Source: an optimization exercise on an open RTL-to-GDS flow (aim: small area). Production flows keep margins and buffers that such runs may drop.
Function was checked by simulation only, so behaviour that the tests miss may differ from the original.
Power is estimated from default activity; no workload was simulated.

**flow/run.sh**
```bash
#!/bin/bash
# The standard layout with area-oriented settings:
#  - port buffers made from the smallest buffer cell (every port still gets one)
#  - synthesis (abc) buffers removed at floorplan
#  - no dummy loads added to the clock tree
# Each tool's output is in the ORFS logs under orfs/logs; make's output is in
# standard_run.log.
set -e
cat >> config.mk <<'EOT'
export BUFFER_PORTS_ARGS = -buffer_cell sky130_fd_sc_hd__buf_1
export REMOVE_ABC_BUFFERS = 1
export CTS_ARGS = -sink_clustering_enable -repair_clock_nets -dont_use_dummy_load -buf_list sky130_fd_sc_hd__clkbuf_8
EOT
bash standard.sh > standard_run.log 2>&1
```
**design.v**
```verilog
`timescale 1ns / 1ps
module fa (input a, input b, input c, output s, output co);
assign s = a ^ b ^ c;
assign co = (a & b) | (a & c) | (b & c);
endmodule
module ha (input a, input b, output s, output co);
assign s = a ^ b;
assign co = a & b;
endmodule
module rca #(parameter N = 8) (
    input  [N-1:0] a,
    input  [N-1:0] b,
    output [N-1:0] s,
    output         co
);
wire [N:0] c;
ha u0 (.a(a[0]), .b(b[0]), .s(s[0]), .co(c[1]));
genvar i;
generate for (i = 1; i < N; i = i + 1) begin : g
    fa u (.a(a[i]), .b(b[i]), .c(c[i]), .s(s[i]), .co(c[i+1]));
end endgenerate
assign co = c[N];
endmodule
module rcac #(parameter N = 8) (
    input  [N-1:0] a,
    input  [N-1:0] b,
    input          ci,
    output [N-1:0] s
);
wire [N:0] c;
assign c[0] = ci;
genvar i;
generate for (i = 0; i < N; i = i + 1) begin : g
    fa u (.a(a[i]), .b(b[i]), .c(c[i]), .s(s[i]), .co(c[i+1]));
end endgenerate
endmodule
module inc #(parameter N = 8) (
    input  [N-1:0] a,
    input          ci,
    output [N-1:0] s
);
wire [N:0] c;
assign c[0] = ci;
genvar i;
generate for (i = 0; i < N - 1; i = i + 1) begin : g
    ha u (.a(a[i]), .b(c[i]), .s(s[i]), .co(c[i+1]));
end endgenerate
assign s[N-1] = a[N-1] ^ c[N-1];
endmodule
module inc1 #(parameter N = 8) (
    input  [N-1:0] a,
    output [N-1:0] s
);
wire [N:0] c;
assign s[0] = ~a[0];
assign c[1] = a[0];
genvar i;
generate for (i = 1; i < N - 1; i = i + 1) begin : g
    ha u (.a(a[i]), .b(c[i]), .s(s[i]), .co(c[i+1]));
end endgenerate
assign s[N-1] = a[N-1] ^ c[N-1];
endmodule
module cge #(parameter N = 8) (
    input  [N-1:0] a,
    input  [N-1:0] b,
    output         co
);
wire [N:0] c;
assign c[0] = 1'b1;
genvar i;
generate for (i = 0; i < N; i = i + 1) begin : g
    assign c[i+1] = (a[i] & b[i]) | (a[i] & c[i]) | (b[i] & c[i]);
end endgenerate
assign co = c[N];
endmodule
module rec_addr (
    input  [7:0] ch,
    output [9:0] rec
);
wire [2:0] u = ch[7:5] - 3'd1;
wire sg = ~(ch[7] | ch[6] | ch[5]);
wire [9:0] d = {sg, sg, u, ch[4:0]};
wire [9:0] c;
assign rec[0] = d[0];
ha u1 (.a(d[1]), .b(d[0]), .s(rec[1]), .co(c[2]));
genvar i;
generate for (i = 2; i < 9; i = i + 1) begin : g
    fa u (.a(d[i]), .b(d[i-1]), .c(c[i]), .s(rec[i]), .co(c[i+1]));
end endgenerate
assign rec[9] = c[9];
endmodule
module cgen #(parameter N = 8) (
    input  [N-1:0] an,
    input  [N-1:0] bn,
    output         cn
);
wire [N:0] c;
assign c[1] = an[0] & bn[0];
genvar i;
generate for (i = 1; i < N; i = i + 1) begin : g
    maj u (.a(an[i]), .b(bn[i]), .c(c[i]), .y(c[i+1]));
end endgenerate
assign cn = c[N];
endmodule
module cgenc #(parameter N = 8) (
    input  [N-1:0] an,
    input  [N-1:0] bn,
    input          cin,
    output         cn
);
wire [N:0] c;
assign c[0] = cin;
genvar i;
generate for (i = 0; i < N; i = i + 1) begin : g
    maj u (.a(an[i]), .b(bn[i]), .c(c[i]), .y(c[i+1]));
end endgenerate
assign cn = c[N];
endmodule
module maj (input a, input b, input c, output y);
assign y = (a & b) | (a & c) | (b & c);
endmodule
module dec #(parameter N = 8) (
    input  [N-1:0] a,
    input          bi,
    output [N-1:0] s
);
wire [N:0] b;
assign b[0] = bi;
genvar i;
generate for (i = 0; i < N; i = i + 1) begin : g
    xor2m u_x (.a(a[i]), .b(b[i]), .y(s[i]));
    assign b[i+1] = ~a[i] & b[i];
end endgenerate
endmodule
module xor2m (input a, input b, output y);
assign y = a ^ b;
endmodule
module mux4h (input [3:0] s, input [3:0] d, output y);
assign y = |(s & d);
endmodule
module dig (input b0, input b1, output s1, output s2, output s3);
assign s1 = b0 & ~b1;
assign s2 = ~b0 & b1;
assign s3 = b0 & b1;
assign lo = b0;
endmodule
module eqn #(parameter N = 8) (input [N-1:0] a, input [N-1:0] b, output y);
assign y = ~|(a ^ b);
endmodule
module han (input an, input bn, output sn, output cn);
xnor2m u_x (.a(an), .b(bn), .y(sn));
or2m u_o (.a(an), .b(bn), .y(cn));
endmodule
module xnor2m (input a, input b, output y);
assign y = ~(a ^ b);
endmodule
module or2m (input a, input b, output y);
assign y = a | b;
endmodule
module triple (
    input  [7:0] x,
    output [9:0] x3
);
wire [9:0] c;
assign x3[0] = x[0];
ha u1 (.a(x[1]), .b(x[0]), .s(x3[1]), .co(c[2]));
genvar i;
generate for (i = 2; i < 8; i = i + 1) begin : g
    fa u (.a(x[i]), .b(x[i-1]), .c(c[i]), .s(x3[i]), .co(c[i+1]));
end endgenerate
ha u8 (.a(x[7]), .b(c[8]), .s(x3[8]), .co(x3[9]));
endmodule
module mul8r4 (
    input  [7:0] x,
    input  [9:0] x3,
    input  [3:0] s1,
    input  [3:0] s2,
    input  [3:0] s3,
    input  [3:0] d0,
    output [15:0] pn
);
    wire ppn0_0 = ~(d0[0] & x[0]);
    wire ppn0_1 = ~((s1[0] & x[1]) | (s2[0] & x[0]) | (s3[0] & x3[1]));
    wire ppn0_2 = ~((s1[0] & x[2]) | (s2[0] & x[1]) | (s3[0] & x3[2]));
    wire ppn0_3 = ~((s1[0] & x[3]) | (s2[0] & x[2]) | (s3[0] & x3[3]));
    wire ppn0_4 = ~((s1[0] & x[4]) | (s2[0] & x[3]) | (s3[0] & x3[4]));
    wire ppn0_5 = ~((s1[0] & x[5]) | (s2[0] & x[4]) | (s3[0] & x3[5]));
    wire ppn0_6 = ~((s1[0] & x[6]) | (s2[0] & x[5]) | (s3[0] & x3[6]));
    wire ppn0_7 = ~((s1[0] & x[7]) | (s2[0] & x[6]) | (s3[0] & x3[7]));
    wire ppn0_8 = ~((s2[0] & x[7]) | (s3[0] & x3[8]));
    wire ppn0_9 = ~((s3[0] & x3[9]));
    wire ppn1_0 = ~(d0[1] & x[0]);
    wire ppn1_1 = ~((s1[1] & x[1]) | (s2[1] & x[0]) | (s3[1] & x3[1]));
    wire ppn1_2 = ~((s1[1] & x[2]) | (s2[1] & x[1]) | (s3[1] & x3[2]));
    wire ppn1_3 = ~((s1[1] & x[3]) | (s2[1] & x[2]) | (s3[1] & x3[3]));
    wire ppn1_4 = ~((s1[1] & x[4]) | (s2[1] & x[3]) | (s3[1] & x3[4]));
    wire ppn1_5 = ~((s1[1] & x[5]) | (s2[1] & x[4]) | (s3[1] & x3[5]));
    wire ppn1_6 = ~((s1[1] & x[6]) | (s2[1] & x[5]) | (s3[1] & x3[6]));
    wire ppn1_7 = ~((s1[1] & x[7]) | (s2[1] & x[6]) | (s3[1] & x3[7]));
    wire ppn1_8 = ~((s2[1] & x[7]) | (s3[1] & x3[8]));
    wire ppn1_9 = ~((s3[1] & x3[9]));
    wire ppn2_0 = ~(d0[2] & x[0]);
    wire ppn2_1 = ~((s1[2] & x[1]) | (s2[2] & x[0]) | (s3[2] & x3[1]));
    wire ppn2_2 = ~((s1[2] & x[2]) | (s2[2] & x[1]) | (s3[2] & x3[2]));
    wire ppn2_3 = ~((s1[2] & x[3]) | (s2[2] & x[2]) | (s3[2] & x3[3]));
    wire ppn2_4 = ~((s1[2] & x[4]) | (s2[2] & x[3]) | (s3[2] & x3[4]));
    wire ppn2_5 = ~((s1[2] & x[5]) | (s2[2] & x[4]) | (s3[2] & x3[5]));
    wire ppn2_6 = ~((s1[2] & x[6]) | (s2[2] & x[5]) | (s3[2] & x3[6]));
    wire ppn2_7 = ~((s1[2] & x[7]) | (s2[2] & x[6]) | (s3[2] & x3[7]));
    wire ppn2_8 = ~((s2[2] & x[7]) | (s3[2] & x3[8]));
    wire ppn2_9 = ~((s3[2] & x3[9]));
    wire ppn3_0 = ~(d0[3] & x[0]);
    wire ppn3_1 = ~((s1[3] & x[1]) | (s2[3] & x[0]) | (s3[3] & x3[1]));
    wire ppn3_2 = ~((s1[3] & x[2]) | (s2[3] & x[1]) | (s3[3] & x3[2]));
    wire ppn3_3 = ~((s1[3] & x[3]) | (s2[3] & x[2]) | (s3[3] & x3[3]));
    wire ppn3_4 = ~((s1[3] & x[4]) | (s2[3] & x[3]) | (s3[3] & x3[4]));
    wire ppn3_5 = ~((s1[3] & x[5]) | (s2[3] & x[4]) | (s3[3] & x3[5]));
    wire ppn3_6 = ~((s1[3] & x[6]) | (s2[3] & x[5]) | (s3[3] & x3[6]));
    wire ppn3_7 = ~((s1[3] & x[7]) | (s2[3] & x[6]) | (s3[3] & x3[7]));
    wire ppn3_8 = ~((s2[3] & x[7]) | (s3[3] & x3[8]));
    wire ppn3_9 = ~((s3[3] & x3[9]));
    wire h0_s, h0_c;
    han u_h0 (.an(ppn0_6), .bn(ppn1_4), .sn(h0_s), .cn(h0_c));
    wire f1_s, f1_c;
    fa u_f1 (.a(ppn0_7), .b(ppn1_5), .c(ppn2_3), .s(f1_s), .co(f1_c));
    wire f2_s, f2_c;
    fa u_f2 (.a(ppn0_8), .b(ppn1_6), .c(ppn2_4), .s(f2_s), .co(f2_c));
    wire f3_s, f3_c;
    fa u_f3 (.a(ppn0_9), .b(ppn1_7), .c(ppn2_5), .s(f3_s), .co(f3_c));
    wire h4_s, h4_c;
    han u_h4 (.an(ppn1_8), .bn(ppn2_6), .sn(h4_s), .cn(h4_c));
    wire h5_s, h5_c;
    han u_h5 (.an(ppn1_9), .bn(ppn2_7), .sn(h5_s), .cn(h5_c));
    wire h6_s, h6_c;
    han u_h6 (.an(ppn0_4), .bn(ppn1_2), .sn(h6_s), .cn(h6_c));
    wire f7_s, f7_c;
    fa u_f7 (.a(ppn0_5), .b(ppn1_3), .c(ppn2_1), .s(f7_s), .co(f7_c));
    wire f8_s, f8_c;
    fa u_f8 (.a(h0_s), .b(ppn2_2), .c(ppn3_0), .s(f8_s), .co(f8_c));
    wire f9_s, f9_c;
    fa u_f9 (.a(f1_s), .b(ppn3_1), .c(h0_c), .s(f9_s), .co(f9_c));
    wire f10_s, f10_c;
    fa u_f10 (.a(f2_s), .b(ppn3_2), .c(f1_c), .s(f10_s), .co(f10_c));
    wire f11_s, f11_c;
    fa u_f11 (.a(f3_s), .b(ppn3_3), .c(f2_c), .s(f11_s), .co(f11_c));
    wire f12_s, f12_c;
    fa u_f12 (.a(h4_s), .b(ppn3_4), .c(f3_c), .s(f12_s), .co(f12_c));
    wire f13_s, f13_c;
    fa u_f13 (.a(h5_s), .b(ppn3_5), .c(h4_c), .s(f13_s), .co(f13_c));
    wire f14_s, f14_c;
    fa u_f14 (.a(ppn2_8), .b(ppn3_6), .c(h5_c), .s(f14_s), .co(f14_c));
    wire h15_s, h15_c;
    han u_h15 (.an(ppn2_9), .bn(ppn3_7), .sn(h15_s), .cn(h15_c));
    wire h16_s, h16_c;
    han u_h16 (.an(ppn0_2), .bn(ppn1_0), .sn(h16_s), .cn(h16_c));
    wire f17_s, f17_c;
    fa u_f17 (.a(ppn0_3), .b(ppn1_1), .c(h16_c), .s(f17_s), .co(f17_c));
    wire f18_s, f18_c;
    fa u_f18 (.a(h6_s), .b(ppn2_0), .c(f17_c), .s(f18_s), .co(f18_c));
    wire f19_s, f19_c;
    fa u_f19 (.a(f7_s), .b(h6_c), .c(f18_c), .s(f19_s), .co(f19_c));
    wire f20_s, f20_c;
    fa u_f20 (.a(f8_s), .b(f7_c), .c(f19_c), .s(f20_s), .co(f20_c));
    wire f21_s, f21_c;
    fa u_f21 (.a(f9_s), .b(f8_c), .c(f20_c), .s(f21_s), .co(f21_c));
    wire f22_s, f22_c;
    fa u_f22 (.a(f10_s), .b(f9_c), .c(f21_c), .s(f22_s), .co(f22_c));
    wire f23_s, f23_c;
    fa u_f23 (.a(f11_s), .b(f10_c), .c(f22_c), .s(f23_s), .co(f23_c));
    wire f24_s, f24_c;
    fa u_f24 (.a(f12_s), .b(f11_c), .c(f23_c), .s(f24_s), .co(f24_c));
    wire f25_s, f25_c;
    fa u_f25 (.a(f13_s), .b(f12_c), .c(f24_c), .s(f25_s), .co(f25_c));
    wire f26_s, f26_c;
    fa u_f26 (.a(f14_s), .b(f13_c), .c(f25_c), .s(f26_s), .co(f26_c));
    wire f27_s, f27_c;
    fa u_f27 (.a(h15_s), .b(f14_c), .c(f26_c), .s(f27_s), .co(f27_c));
    wire f28_s, f28_c;
    fa u_f28 (.a(ppn3_8), .b(h15_c), .c(f27_c), .s(f28_s), .co(f28_c));
    wire o15 = ~(ppn3_9 ^ f28_c);
    assign pn = {o15, f28_s, f27_s, f26_s, f25_s, f24_s, f23_s, f22_s, f21_s, f20_s, f19_s, f18_s, f17_s, h16_s, ppn0_1, ppn0_0};
endmodule
module mul8r4e (
    input  [7:0] x,
    input  [9:0] x3,
    input  [3:0] s1,
    input  [3:0] s2,
    input  [3:0] s3,
    input  [3:0] d0,
    input         e8n,
    output [15:0] pn
);
    wire ppn0_0 = ~(d0[0] & x[0]);
    wire ppn0_1 = ~((s1[0] & x[1]) | (s2[0] & x[0]) | (s3[0] & x3[1]));
    wire ppn0_2 = ~((s1[0] & x[2]) | (s2[0] & x[1]) | (s3[0] & x3[2]));
    wire ppn0_3 = ~((s1[0] & x[3]) | (s2[0] & x[2]) | (s3[0] & x3[3]));
    wire ppn0_4 = ~((s1[0] & x[4]) | (s2[0] & x[3]) | (s3[0] & x3[4]));
    wire ppn0_5 = ~((s1[0] & x[5]) | (s2[0] & x[4]) | (s3[0] & x3[5]));
    wire ppn0_6 = ~((s1[0] & x[6]) | (s2[0] & x[5]) | (s3[0] & x3[6]));
    wire ppn0_7 = ~((s1[0] & x[7]) | (s2[0] & x[6]) | (s3[0] & x3[7]));
    wire ppn0_8 = ~((s2[0] & x[7]) | (s3[0] & x3[8]));
    wire ppn0_9 = ~((s3[0] & x3[9]));
    wire ppn1_0 = ~(d0[1] & x[0]);
    wire ppn1_1 = ~((s1[1] & x[1]) | (s2[1] & x[0]) | (s3[1] & x3[1]));
    wire ppn1_2 = ~((s1[1] & x[2]) | (s2[1] & x[1]) | (s3[1] & x3[2]));
    wire ppn1_3 = ~((s1[1] & x[3]) | (s2[1] & x[2]) | (s3[1] & x3[3]));
    wire ppn1_4 = ~((s1[1] & x[4]) | (s2[1] & x[3]) | (s3[1] & x3[4]));
    wire ppn1_5 = ~((s1[1] & x[5]) | (s2[1] & x[4]) | (s3[1] & x3[5]));
    wire ppn1_6 = ~((s1[1] & x[6]) | (s2[1] & x[5]) | (s3[1] & x3[6]));
    wire ppn1_7 = ~((s1[1] & x[7]) | (s2[1] & x[6]) | (s3[1] & x3[7]));
    wire ppn1_8 = ~((s2[1] & x[7]) | (s3[1] & x3[8]));
    wire ppn1_9 = ~((s3[1] & x3[9]));
    wire ppn2_0 = ~(d0[2] & x[0]);
    wire ppn2_1 = ~((s1[2] & x[1]) | (s2[2] & x[0]) | (s3[2] & x3[1]));
    wire ppn2_2 = ~((s1[2] & x[2]) | (s2[2] & x[1]) | (s3[2] & x3[2]));
    wire ppn2_3 = ~((s1[2] & x[3]) | (s2[2] & x[2]) | (s3[2] & x3[3]));
    wire ppn2_4 = ~((s1[2] & x[4]) | (s2[2] & x[3]) | (s3[2] & x3[4]));
    wire ppn2_5 = ~((s1[2] & x[5]) | (s2[2] & x[4]) | (s3[2] & x3[5]));
    wire ppn2_6 = ~((s1[2] & x[6]) | (s2[2] & x[5]) | (s3[2] & x3[6]));
    wire ppn2_7 = ~((s1[2] & x[7]) | (s2[2] & x[6]) | (s3[2] & x3[7]));
    wire ppn2_8 = ~((s2[2] & x[7]) | (s3[2] & x3[8]));
    wire ppn2_9 = ~((s3[2] & x3[9]));
    wire ppn3_0 = ~(d0[3] & x[0]);
    wire ppn3_1 = ~((s1[3] & x[1]) | (s2[3] & x[0]) | (s3[3] & x3[1]));
    wire ppn3_2 = ~((s1[3] & x[2]) | (s2[3] & x[1]) | (s3[3] & x3[2]));
    wire ppn3_3 = ~((s1[3] & x[3]) | (s2[3] & x[2]) | (s3[3] & x3[3]));
    wire ppn3_4 = ~((s1[3] & x[4]) | (s2[3] & x[3]) | (s3[3] & x3[4]));
    wire ppn3_5 = ~((s1[3] & x[5]) | (s2[3] & x[4]) | (s3[3] & x3[5]));
    wire ppn3_6 = ~((s1[3] & x[6]) | (s2[3] & x[5]) | (s3[3] & x3[6]));
    wire ppn3_7 = ~((s1[3] & x[7]) | (s2[3] & x[6]) | (s3[3] & x3[7]));
    wire ppn3_8 = ~((s2[3] & x[7]) | (s3[3] & x3[8]));
    wire ppn3_9 = ~((s3[3] & x3[9]));
    wire h0_s, h0_c;
    han u_h0 (.an(e8n), .bn(ppn0_8), .sn(h0_s), .cn(h0_c));
    wire h1_s, h1_c;
    han u_h1 (.an(ppn0_9), .bn(ppn1_7), .sn(h1_s), .cn(h1_c));
    wire h2_s, h2_c;
    han u_h2 (.an(ppn0_6), .bn(ppn1_4), .sn(h2_s), .cn(h2_c));
    wire f3_s, f3_c;
    fa u_f3 (.a(ppn0_7), .b(ppn1_5), .c(ppn2_3), .s(f3_s), .co(f3_c));
    wire f4_s, f4_c;
    fa u_f4 (.a(h0_s), .b(ppn1_6), .c(ppn2_4), .s(f4_s), .co(f4_c));
    wire f5_s, f5_c;
    fa u_f5 (.a(h1_s), .b(ppn2_5), .c(ppn3_3), .s(f5_s), .co(f5_c));
    wire f6_s, f6_c;
    fa u_f6 (.a(ppn1_8), .b(ppn2_6), .c(ppn3_4), .s(f6_s), .co(f6_c));
    wire h7_s, h7_c;
    han u_h7 (.an(ppn1_9), .bn(ppn2_7), .sn(h7_s), .cn(h7_c));
    wire h8_s, h8_c;
    han u_h8 (.an(ppn0_4), .bn(ppn1_2), .sn(h8_s), .cn(h8_c));
    wire f9_s, f9_c;
    fa u_f9 (.a(ppn0_5), .b(ppn1_3), .c(ppn2_1), .s(f9_s), .co(f9_c));
    wire f10_s, f10_c;
    fa u_f10 (.a(h2_s), .b(ppn2_2), .c(ppn3_0), .s(f10_s), .co(f10_c));
    wire f11_s, f11_c;
    fa u_f11 (.a(f3_s), .b(ppn3_1), .c(h2_c), .s(f11_s), .co(f11_c));
    wire f12_s, f12_c;
    fa u_f12 (.a(f4_s), .b(ppn3_2), .c(f3_c), .s(f12_s), .co(f12_c));
    wire f13_s, f13_c;
    fa u_f13 (.a(f5_s), .b(h0_c), .c(f4_c), .s(f13_s), .co(f13_c));
    wire f14_s, f14_c;
    fa u_f14 (.a(f6_s), .b(h1_c), .c(f5_c), .s(f14_s), .co(f14_c));
    wire f15_s, f15_c;
    fa u_f15 (.a(h7_s), .b(ppn3_5), .c(f6_c), .s(f15_s), .co(f15_c));
    wire f16_s, f16_c;
    fa u_f16 (.a(ppn2_8), .b(ppn3_6), .c(h7_c), .s(f16_s), .co(f16_c));
    wire h17_s, h17_c;
    han u_h17 (.an(ppn2_9), .bn(ppn3_7), .sn(h17_s), .cn(h17_c));
    wire h18_s, h18_c;
    han u_h18 (.an(ppn0_2), .bn(ppn1_0), .sn(h18_s), .cn(h18_c));
    wire f19_s, f19_c;
    fa u_f19 (.a(ppn0_3), .b(ppn1_1), .c(h18_c), .s(f19_s), .co(f19_c));
    wire f20_s, f20_c;
    fa u_f20 (.a(h8_s), .b(ppn2_0), .c(f19_c), .s(f20_s), .co(f20_c));
    wire f21_s, f21_c;
    fa u_f21 (.a(f9_s), .b(h8_c), .c(f20_c), .s(f21_s), .co(f21_c));
    wire f22_s, f22_c;
    fa u_f22 (.a(f10_s), .b(f9_c), .c(f21_c), .s(f22_s), .co(f22_c));
    wire f23_s, f23_c;
    fa u_f23 (.a(f11_s), .b(f10_c), .c(f22_c), .s(f23_s), .co(f23_c));
    wire f24_s, f24_c;
    fa u_f24 (.a(f12_s), .b(f11_c), .c(f23_c), .s(f24_s), .co(f24_c));
    wire f25_s, f25_c;
    fa u_f25 (.a(f13_s), .b(f12_c), .c(f24_c), .s(f25_s), .co(f25_c));
    wire f26_s, f26_c;
    fa u_f26 (.a(f14_s), .b(f13_c), .c(f25_c), .s(f26_s), .co(f26_c));
    wire f27_s, f27_c;
    fa u_f27 (.a(f15_s), .b(f14_c), .c(f26_c), .s(f27_s), .co(f27_c));
    wire f28_s, f28_c;
    fa u_f28 (.a(f16_s), .b(f15_c), .c(f27_c), .s(f28_s), .co(f28_c));
    wire f29_s, f29_c;
    fa u_f29 (.a(h17_s), .b(f16_c), .c(f28_c), .s(f29_s), .co(f29_c));
    wire f30_s, f30_c;
    fa u_f30 (.a(ppn3_8), .b(h17_c), .c(f29_c), .s(f30_s), .co(f30_c));
    wire o15 = ~(ppn3_9 ^ f30_c);
    assign pn = {o15, f30_s, f29_s, f28_s, f27_s, f26_s, f25_s, f24_s, f23_s, f22_s, f21_s, f20_s, f19_s, h18_s, ppn0_1, ppn0_0};
endmodule
`timescale 1ns / 1ps
module osd_core (
    input pix_clk, rstb,
    input fval, dval, lval,
    input [31:0] str,
    input [95:0] str_color,
    input [10:0] start_x,
    input [9:0] start_y,
    input [7:0] pix_data,
    output [10:0] data_addr,
    input [39:0] data_in,
    output [15:0] scan_addr,
    input [7:0] pix_font,
    output [23:0] pix_modified,
    output fval_out, dval_out, lval_out
);
reg        start;         
reg  [1:0] char_count;
reg  [7:0] column;
reg  [8:0] line;
reg  [8:0] prow;          
reg  [9:0] pcol;
reg [15:0] scan_r;
reg [23:0] pix_r;
reg        fval_r, dval_r, lval_r;
assign scan_addr = scan_r;
assign pix_modified = pix_r;
assign fval_out = fval_r;
assign dval_out = dval_r;
assign lval_out = lval_r;
wire [3:0] csel = {char_count == 2'd3, char_count == 2'd2, char_count == 2'd1, char_count == 2'd0};
wire [3:0] ssel = csel & {4{start}};
wire  [7:0] chm;
wire [23:0] color;
genvar k;
generate for (k = 0; k < 8; k = k + 1) begin : chm_g
    mux4h u (.s(ssel), .d({str[k], str[8+k], str[16+k], str[24+k]}), .y(chm[k]));
end endgenerate
generate for (k = 0; k < 24; k = k + 1) begin : color_g
    mux4h u (.s(csel), .d({str_color[k], str_color[24+k], str_color[48+k], str_color[72+k]}), .y(color[k]));
end endgenerate
wire [7:0] ch = {chm[7:6], chm[5] | ~start, chm[4:0]};
wire [9:0] rec;
rec_addr u_rec (.ch(ch), .rec(rec));
assign data_addr = {rec, 1'b0};
wire [7:0] gx = data_in[39:32];
wire [7:0] gy = data_in[31:24];
wire [7:0] gw = data_in[23:16];
wire [7:0] gh = data_in[15:8];
wire [8:0] line_inc;
inc1 #(9) u_line_inc (.a(line), .s(line_inc));
wire col_end, last_line;
eqn #(8) u_col_end (.a(column), .b(gw), .y(col_end));
eqn #(9) u_last_line (.a(line_inc), .b({1'b0, gh}), .y(last_line));
wire act       = dval & start & rstb;
wire hold      = act & col_end & last_line;    
wire blend     = act & ~(col_end & last_line);
wire last_char = char_count[1] & char_count[0];
wire [8:0] trow;
wire       trow_co;
rca #(9) u_trow (.a(start_y[8:0]), .b(line), .s(trow), .co(trow_co));
wire col_hit, row_hit;
eqn #(10) u_col_hit (.a(pcol), .b(start_x[9:0]), .y(col_hit));
eqn #(9) u_row_hit (.a(prow), .b(trow), .y(row_hit));
wire match = col_hit & row_hit & ~trow_co;
wire pwrap = pcol[9] & (&pcol[6:0]);           
wire [7:0] a = pix_font & {8{blend}};
wire [7:0] p = pix_data;
wire [3:0] na1, na2, na3;                       
generate for (k = 0; k < 4; k = k + 1) begin : dig_g
    assign na1[k] = ~a[2*k] &  a[2*k+1];
    assign na2[k] =  a[2*k] & ~a[2*k+1];
    assign na3[k] = ~a[2*k] & ~a[2*k+1] & rstb;    
end endgenerate
wire [9:0] p3;
triple u_p3 (.x(p), .x3(p3));
wire [15:0] x1n;
mul8r4 u_m1 (.x(p), .x3(p3), .s1(na1), .s2(na2), .s3(na3), .d0(na1 | na3), .pn(x1n));
wire c1n;
cgen #(8) u_c1 (.an(x1n[15:8]), .bn(x1n[7:0]), .cn(c1n));
wire [9:0] a3;
triple u_a3 (.x(a), .x3(a3));
wire [23:0] pix_next;
generate for (k = 0; k < 3; k = k + 1) begin : ch_g
    wire [7:0] c = color[8*k +: 8];
    wire [3:0] c1, c2, c3;
    genvar j;
    for (j = 0; j < 4; j = j + 1) begin : dig_g
        dig u (.b0(c[2*j]), .b1(c[2*j+1]), .s1(c1[j]), .s2(c2[j]), .s3(c3[j]));
    end
    wire [15:0] x2n;
    mul8r4e u_m2 (.x(a), .x3(a3), .s1(c1), .s2(c2), .s3(c3), .d0({c[6], c[4], c[2], c[0]}),
                  .e8n(c1n), .pn(x2n));
    wire c2n;
    cgenc #(8) u_c2 (.an(x2n[15:8]), .bn(x2n[7:0]), .cin(~c1n), .cn(c2n));
    wire [7:0] outn;
    rcac #(8) u_out (.a(x1n[15:8]), .b(x2n[15:8]), .ci(c2n), .s(outn));
    assign pix_next[8*k +: 8] = ~outn;
end endgenerate
wire run = fval & rstb;                         
wire pw = dval & pwrap;
wire col_adv = act & ~col_end;
wire col_clr = ~run | (act & col_end);
wire line_adv = act & col_end & last_char & ~last_line;
wire cc_adv = act & col_end & ~last_line;
wire [7:0] column_inc;
inc #(8) u_col (.a(column), .ci(col_adv), .s(column_inc));
wire [9:0] pcol_inc;
inc #(10) u_pcol (.a(pcol), .ci(dval), .s(pcol_inc));
wire [8:0] prow_inc;
inc #(9) u_prow (.a(prow), .ci(pw), .s(prow_inc));
wire [15:0] scan_next;
wire scan_co;
rca #(16) u_scan (.a({gy, gx}), .b({line[7:0], column} & {16{blend}}), .s(scan_next), .co(scan_co));
always @(posedge pix_clk) begin
    fval_r <= fval & rstb;
    dval_r <= dval & rstb;
    lval_r <= lval & rstb;
    if (!hold) pix_r <= pix_next;
    scan_r <= scan_next & {16{rstb}};
    if (!rstb)
        start <= 1'b0;
    else if (dval & (match | start))
        start <= ~(start & col_end & (last_line | last_char));
    column <= column_inc & {8{~col_clr}};
    pcol <= run ? (pcol_inc & {10{~pw}}) : 10'd1;
    prow <= prow_inc & {9{run}};
    char_count <= (char_count + {1'b0, cc_adv}) & {2{run}};
    if (!run)
        line <= 9'd0;
    else if (line_adv)
        line <= line_inc;
end
endmodule
```
**constraint.sdc**
```tcl
create_clock -name core_clock -period 25.0 [get_ports {pix_clk}]
set_input_delay 5.0000 -clock core_clock [delete_from_list [all_inputs] [get_ports {pix_clk}]]
set_output_delay 5.0000 -clock core_clock [all_outputs]
set_load 0.01 [all_outputs]
```
**config.mk**
```make
export PLATFORM = sky130hd
export DESIGN_NAME = osd_core
export DESIGN_NICKNAME = osd_core
export VERILOG_FILES = /design/flow/design.v
export SDC_FILE = /design/flow/constraint.sdc
export NUM_CORES = 4
export LEC_CHECK = 0
export CAP_MARGIN = 20
export CORE_MARGIN = 2
export CORE_UTILIZATION = 40
export GPL_TIMING_DRIVEN = 0
export SLEW_MARGIN = 20
export SYNTH_HIERARCHICAL = 1
export BUFFER_PORTS_ARGS = -buffer_cell sky130_fd_sc_hd__buf_1
export REMOVE_ABC_BUFFERS = 1
export CTS_ARGS = -sink_clustering_enable -repair_clock_nets -dont_use_dummy_load -buf_list sky130_fd_sc_hd__clkbuf_8
```
**standard.sh**
```bash
#!/bin/bash
# synth_recipe.tcl (not shown) runs the flow's synth.tcl, then flattens the netlist and writes it again
# the make line also repeats each setting of config.mk as NAME=value (left out here)
make -C /OpenROAD-flow-scripts/flow DESIGN_CONFIG=/design/flow/config.mk WORK_HOME=/design/flow/orfs CLKGATE_MAP_FILE= SYNTH_SCRIPT=/design/flow/synth_recipe.tcl "${@:-finish}"
```
==> summary.txt <==
* Top Ports at 264
* R2R cell count at 50
* Arr. time, crit path at 22.06 ns
* Clock slew at reported path FFs at 0.09 ns
* Clk root buf: clkbuf_8
* Initial antenna violation count at 0
* Final-report max-slew violation count at 0
* Syn Std Cell Area at 11330 sq um
* Pwr Total at 518.0 uW
* CTS tree: done
* Post-synthesis cell count at 1044
* Number of global-route vias before repair at 8729
* Clock latency on the worst-skew pair at 0.38 ns
* Vias at 9073
* Worst min-delay path startpoint: line[8]
* Residual DRC at 0
* # rows at 61
* Post-route minimum period at 21.95 ns
* Pre-Repair DR Iteration Count at 10
* Storage element area at 1882 sq um
* Yosys warns at 8
* Grt total ovfl at 0
* WL/cell at 20.65 microns
* Largest net degree at the start of global routing at 42
* Fin crit share at 87.81%
* Hold_ws at 0.5499 ns
* Via/cell ratio at 5.895
* Final HPWL DP at 23900 microns
* RSZ-0062 raised after global routing: no
* Post-CTS sizing at 0
* Hold Path Class: reg2reg
* R2R setup slack at 6.28 ns
* DIE AREA at 29700 sq um
* Initial Util at 40.69%
* Final ANT Viol Nets at 0
* Core Util, Final at 42.15%
* Post-route cell area at 11740 sq um
* Number of setup violations in the final report at 0
* P&R area growth vs syn at 3.588%
* Port Buffers at 252
* Antenna Cells at 0
* Max Fanout on Critical Path at 10
* Final net count at 1574
* Post-CTS Repair Setup Buffers at 0
* Setup Crit Path Kind: in2reg
* # H-tree levels at 3
* Slew @ Worst Pin at 1.193 ns
* Gr usage total at 21.35%
* Crit Reg-Reg Endpoint: pix_r[23]
* Hold_buf cts at 0
* Die Y at 172.3 microns
* Clk sink count at 82
* Startpoint Class: primary input
* Hold endpoint: line[8]
* CTS buffer count at 9
* Syn avg cell area at 10.86 sq um
* Max clock buf depth at 2
* Core box area at 27860 sq um
* Iter 0 DRT Violations at 1027
* Fraction of layout cells with a size suffix above 1 at 7.752%
* MaxCap Viol Count at 0
* Cell Area, Placed at 11610 sq um
* Max_slew headroom at 20.48%
* TNS Setup at 0 ns
* Pwr/cell area at 44.11 nW/um^2
* Final wirelength at 31790 microns
* Largest stage delay, worst path at 0.83 ns
* Layout Skew at 0.03241 ns
* Fillers at 2763
* Multi-input gate area at 8188 sq um
* Hold path depth at 2
* CP endpoint kind: flop
* Chip Width at 172.3 microns
* Most used cell, CP: fa_1
* CP max stage cell: xnor2_1
* Final hold viol count at 0
* Worst EP required at 25.11 ns
* LEAKAGE at 3.708 nW
* GPL Wtd Cong at 0.9379
* VDD IR max at 0.00002932 V
* First-pass GRT wire length at 48960 microns
* Reg2reg start: line[0]
* Maximum clock frequency at 0.04555 GHz
* Status: finished clean
-- worst max-delay path by stage --
stage / start / end / slack (ns) / cells after the start
floorplan: pix_data[1] / pix_r[15] / 4.12 / 41
detailed placement: pix_data[1] / pix_r[23] / 2.71 / 42
finish: pix_data[1] / pix_r[23] / 3.05 / 42
global placement: rstb / pix_r[23] / 2.73 / 41
CTS: pix_data[1] / pix_r[23] / 3.04 / 42
global route: pix_data[1] / pix_r[23] / 2.53 / 42
-- state kept, by name (all words and copies together) (netlist names) --
signal and cells:
pcol 10, scan_r 16, column 8, lval_r 1, fval_r 1, start 1
char_count 2, line 9, dval_r 1, prow 9, pix_r 24
-- stage by stage --
step                setup slack (ns)  cells
floorplan                      4.123    899
global placement               2.729   1529
detailed placement             2.708   1530
CTS                            3.039   1539
global route                   2.528   1539
finish                         3.046   1539
-- cells in the final DEF (no fill, tap or decap), types with 31 or more instances in the layout --
cell        n
a222oi_1  112
a22oi_1    80
and2_1     43
buf_1     251
dfxtp_1    58
fa_1      161
ha_1       40
inv_1      31
maj3_2     31
nand2_1    66
xnor2_1    62
-- area by class of cell --
cell class                      count  share of cell area [%]
Clock buffer                        9                   1.055
Inverter                           31                  0.9910
Multi-Input combinational cell    786                   69.74
Sequential cell                    82                   16.03
Tap cell                          378                   4.028
Timing Repair Buffer              253                   8.163
-- layer usage --
layer / track usage, % / share of wire (%) / routed length, microns / vias to the layer above
li1: - / - / - / 4016
met1: 27.49 / 40 / 12790 / 4424
met2: 36.35 / 48 / 15310 / 584
met3: 4.143 / 9.2 / 2921 / 49
met4: 6.467 / 2.4 / 759 / 0
met5: 0 / 0 / 0 / -
-- power by group --
| part | internal (mW) | switching (mW) |
|---|---|---|
| sequential | 0.168 | 0.00683 |
| clock | 0.0325 | 0.0524 |
| combinational | 0.0992 | 0.159 |
| total | 0.300 | 0.218 |
-- worst max-delay path: cells and delay by family --
| family | cells | cell delay [ns] |
|---|---|---|
| fa+ha+maj | 37 | 15.42 |
| xor+xnor | 2 | 0.95 |
| compound gates | 1 | 0.38 |
| buf+inv | 2 | 0.28 |

==> separate check: timing with driven ports <==
No port has a modelled driver above. Below, the same layout with a new extraction and two added sets of constraints.
Step 1 (the two cells are an assumption about what drives the block):
set clk [get_ports {pix_clk}]
set_driving_cell -lib_cell sky130_fd_sc_hd__clkbuf_16 $clk
set_driving_cell -lib_cell sky130_fd_sc_hd__buf_2 [delete_from_list [all_inputs] $clk]
Step 2 times the ports against the registers' clock, not the clock port: input delays grow and output delays shrink by t, the midpoint of the rising clock arrivals with the driver on.
Three values: ideal ports, drivers, drivers and shift; two values: the first two.
t, ns: 0.408
setup WS [ns]: 3.046 / 3.063 / 2.655
worst setup path at the end: input to register
latest minus earliest clock arrival (ns): 0.033 / 0.034
worst data-port slew with drivers (ns): 0.07
After both steps setup and hold are still met in this run. The setup slack of this run moves by +0.017 ns with the drivers and by -0.391 ns with both steps.
